What follows belongs to an exercise in optimizing a design on an open flow for small area, a short achievable clock period and few clock cycles per item; a production flow would make more cautious choices. Function was checked by simulation only, so behaviour that the tests miss may differ from the original. Power figures rest on the tool's default switching activity, not on a simulated workload.

## decision_tree_classifier
module decision_tree_classifier (
    input   wire    clk,
    input   wire    rst,
    input   wire    start,
    input   signed  [31:0]  psd_gamma,
    input   signed  [31:0]  psd_beta,
    input   signed  [31:0]  psd_alpha,
    input   signed  [31:0]  psd_theta,
    input   signed  [31:0]  psd_delta,
    input   signed  [31:0]  peak_amplitude,
    input           [ 7:0]  zero_counter,
    input   signed  [31:0]  dwt_gamma_max,
    input   signed  [31:0]  dwt_gamma_min,
    input   signed  [31:0]  dwt_gamma_mean,
    input   signed  [31:0]  dwt_gamma_sum,
    input   signed  [31:0]  dwt_beta_max,
    input   signed  [31:0]  dwt_beta_min,
    input   signed  [31:0]  dwt_beta_mean,
    input   signed  [31:0]  dwt_beta_sum,
    input   signed  [31:0]  dwt_alpha_max,
    input   signed  [31:0]  dwt_alpha_min,
    input   signed  [31:0]  dwt_alpha_mean,
    input   signed  [31:0]  dwt_alpha_sum,
    input   signed  [31:0]  dwt_theta_max,
    input   signed  [31:0]  dwt_theta_min,
    input   signed  [31:0]  dwt_theta_mean,
    input   signed  [31:0]  dwt_theta_sum,
    input   signed  [31:0]  dwt_delta_max,
    input   signed  [31:0]  dwt_delta_min,
    input   signed  [31:0]  dwt_delta_mean,
    input   signed  [31:0]  dwt_delta_sum,
    output  reg             done,
    output  wire    [3:0]   class_label
);
Size: roughly 1,200 cells after synthesis, ~14 flip-flops, about 6300 um^2 of cells after synthesis.
==> flow/config.mk <==
export PLATFORM = sky130hd
export DESIGN_NAME = decision_tree_classifier
export DESIGN_NICKNAME = decision_tree_classifier
export VERILOG_FILES = /design/flow/design.v
export SDC_FILE = /design/flow/constraint.sdc
export NUM_CORES = 4
export LEC_CHECK = 0
export CAP_MARGIN = 20
export CORE_AREA = 5 5 265 265
export CTS_BUF_LIST = sky130_fd_sc_hd__clkbuf_8
export DIE_AREA = 0 0 270 270
export GPL_ROUTABILITY_DRIVEN = 0
export PLACE_DENSITY = 0.6
export SLEW_MARGIN = 20
export SYNTH_MEMORY_MAX_BITS = 65536
export TNS_END_PERCENT = 0
==> flow/constraint.sdc <==
create_clock -name core_clock -period 14.0 [get_ports {clk}]
set_input_delay 2.8000 -clock core_clock [delete_from_list [all_inputs] [get_ports {clk}]]
set_output_delay 2.8000 -clock core_clock [all_outputs]
set_load 0.01 [all_outputs]
standard.sh (not shown) runs the stock make flow with config.mk's settings and CLKGATE_MAP_FILE= SYNTH_SCRIPT=/design/flow/synth_recipe.tcl, a recipe that flattens the netlist after the stock synthesis.
==> flow/flow/run.sh <==
#!/bin/bash
# Own layout flow: the standard ORFS flow and synthesis script, with three changes:
#  - ABC maps the logic with flow/abc.script (delay-targeted map) instead of ORFS's script;
#  - the port buffers are buf_1 instead of buffer_ports' default pick;
#  - the flow's timing repair aims at the setup margin set in flow/opts.sh.
# Each tool's output goes to the ORFS logs (orfs/logs/...) and to standard.log here.
set -euo pipefail
cd "$(dirname "$0")/.."
W=$(pwd)
source flow/opts.sh
cat > my_synth.tcl <<EOT
# synth_recipe.tcl with ABC's script replaced by flow/abc.script
proc abc {args} {
  set i [lsearch -exact \$args -script]
  if {\$i >= 0} { lset args [expr {\$i + 1}] $W/flow/abc.script }
  yosys abc {*}\$args
}
source $W/synth_recipe.tcl
EOT
sed "s#SYNTH_SCRIPT=[^ ]*synth_recipe.tcl#SYNTH_SCRIPT=$W/my_synth.tcl#" standard.sh > my_standard.sh
grep -q "SYNTH_SCRIPT=$W/my_synth.tcl" my_standard.sh
bash my_standard.sh > standard.log 2>&1
==> flow/flow/abc.script <==
strash
balance
rewrite
refactor
balance
rewrite
rewrite -z
balance
refactor -z
rewrite -z
balance
dch
map -D 1200
topo
stime -c
buffer -c
upsize -c
dnsize -c
==> flow/flow/opts.sh <==
# Settings for flow/run.sh (environment variables the ORFS scripts read).
# Port buffers: the smallest buffer rather than buffer_ports' default pick.
export BUFFER_PORTS_ARGS="-buffer_cell sky130_fd_sc_hd__buf_1"
# Timing repair aims below the real period (14 ns - 9.6 ns); config.mk's
# TNS_END_PERCENT 0 keeps it to the worst path.
export SETUP_SLACK_MARGIN=9.6
Testbench counts at the start, summed over its fixed seeds: cycles 3,200, items 3,200.
Change:
--- a/flow/flow/opts.sh
+++ b/flow/flow/opts.sh
@@ -5,2 +5,3 @@
 # TNS_END_PERCENT 0 keeps it to the worst path.
 export SETUP_SLACK_MARGIN=9.6
+export SETUP_MOVE_SEQUENCE="unbuffer,sizeup,swap,buffer"
Settings changed: GPL_ROUTABILITY_DRIVEN 0 to not set.
The new run ran to the end with no violations.
Final cell count hardly moves.
Via count fell by 1.4%.
Total power fell by 0.82%.
Utilization fell by 0.12 points.
Non-clock buffer count stays the same.
First-iteration DRC count fell by 7.6%.
Worst setup slack is better by 0.050 ns.
Global-route usage rose by 0.14 points.
Design area fell by 0.76%.
Sequential power barely changes.
Change:
==> flow/flow/opts.sh (replaced) <==
export BUFFER_PORTS_ARGS="-buffer_cell sky130_fd_sc_hd__buf_1"
export SETUP_SLACK_MARGIN=9
export SETUP_SLACK_MARGIN=9.6
The changed run produced a clean layout.
Final cell count is unchanged.
Die area stays the same.
Routed wire length stays the same.
Critical path depth does not change.
Count of clock-buffer cells in the layout is unchanged.
Setup slack does not change.
Final area does not change.
Clock power hardly moves.
Change:
==> flow/flow/opts.sh (replaced) <==
export BUFFER_PORTS_ARGS="-buffer_cell sky130_fd_sc_hd__buf_1"
export SETUP_SLACK_MARGIN=9
export SETUP_SLACK_MARGIN=9.6
export SETUP_SLACK_MARGIN=9.3
Die area stays the same.
Sequential cell count does not change.
Via count hardly moves.
Final cell count hardly moves.
Clock power stays flat.
Power barely changes.
Cell area decreases by 0.54%.
Non-clock buffer count goes down by 2.
Area after synthesis is unchanged.

[separate check: timing with driven ports]
How much do the figures lean on ideal ports? The routed layouts below were timed once more, with nothing changed but the port constraints.
Step 1, drivers: a clkbuf_16 drives clk and a buf_2 each remaining input, both assumed.
Step 2 also shifts input and output timing later by t, the mid clock arrival at the registers, as if the neighbouring blocks saw the same clock.
Three values: ideal ports, drivers, drivers and shift; two values: the first two.
run	t, ns	setup WS [ns]	latest minus earliest clock arrival (ns)	slew at the worst register clock pin (ns)
the first run	0.296	9.347 / 9.340 / 9.043	0.022 / 0.023	0.10 / 0.10
the second run	0.301	9.397 / 9.386 / 9.084	0.016 / 0.015	0.10 / 0.10
the third run	0.301	9.397 / 9.386 / 9.084	0.016 / 0.015	0.10 / 0.10
the fourth run	0.302	9.359 / 9.366 / 9.064	0.014 / 0.013	0.10 / 0.10
After both steps every run listed still meets setup and hold.
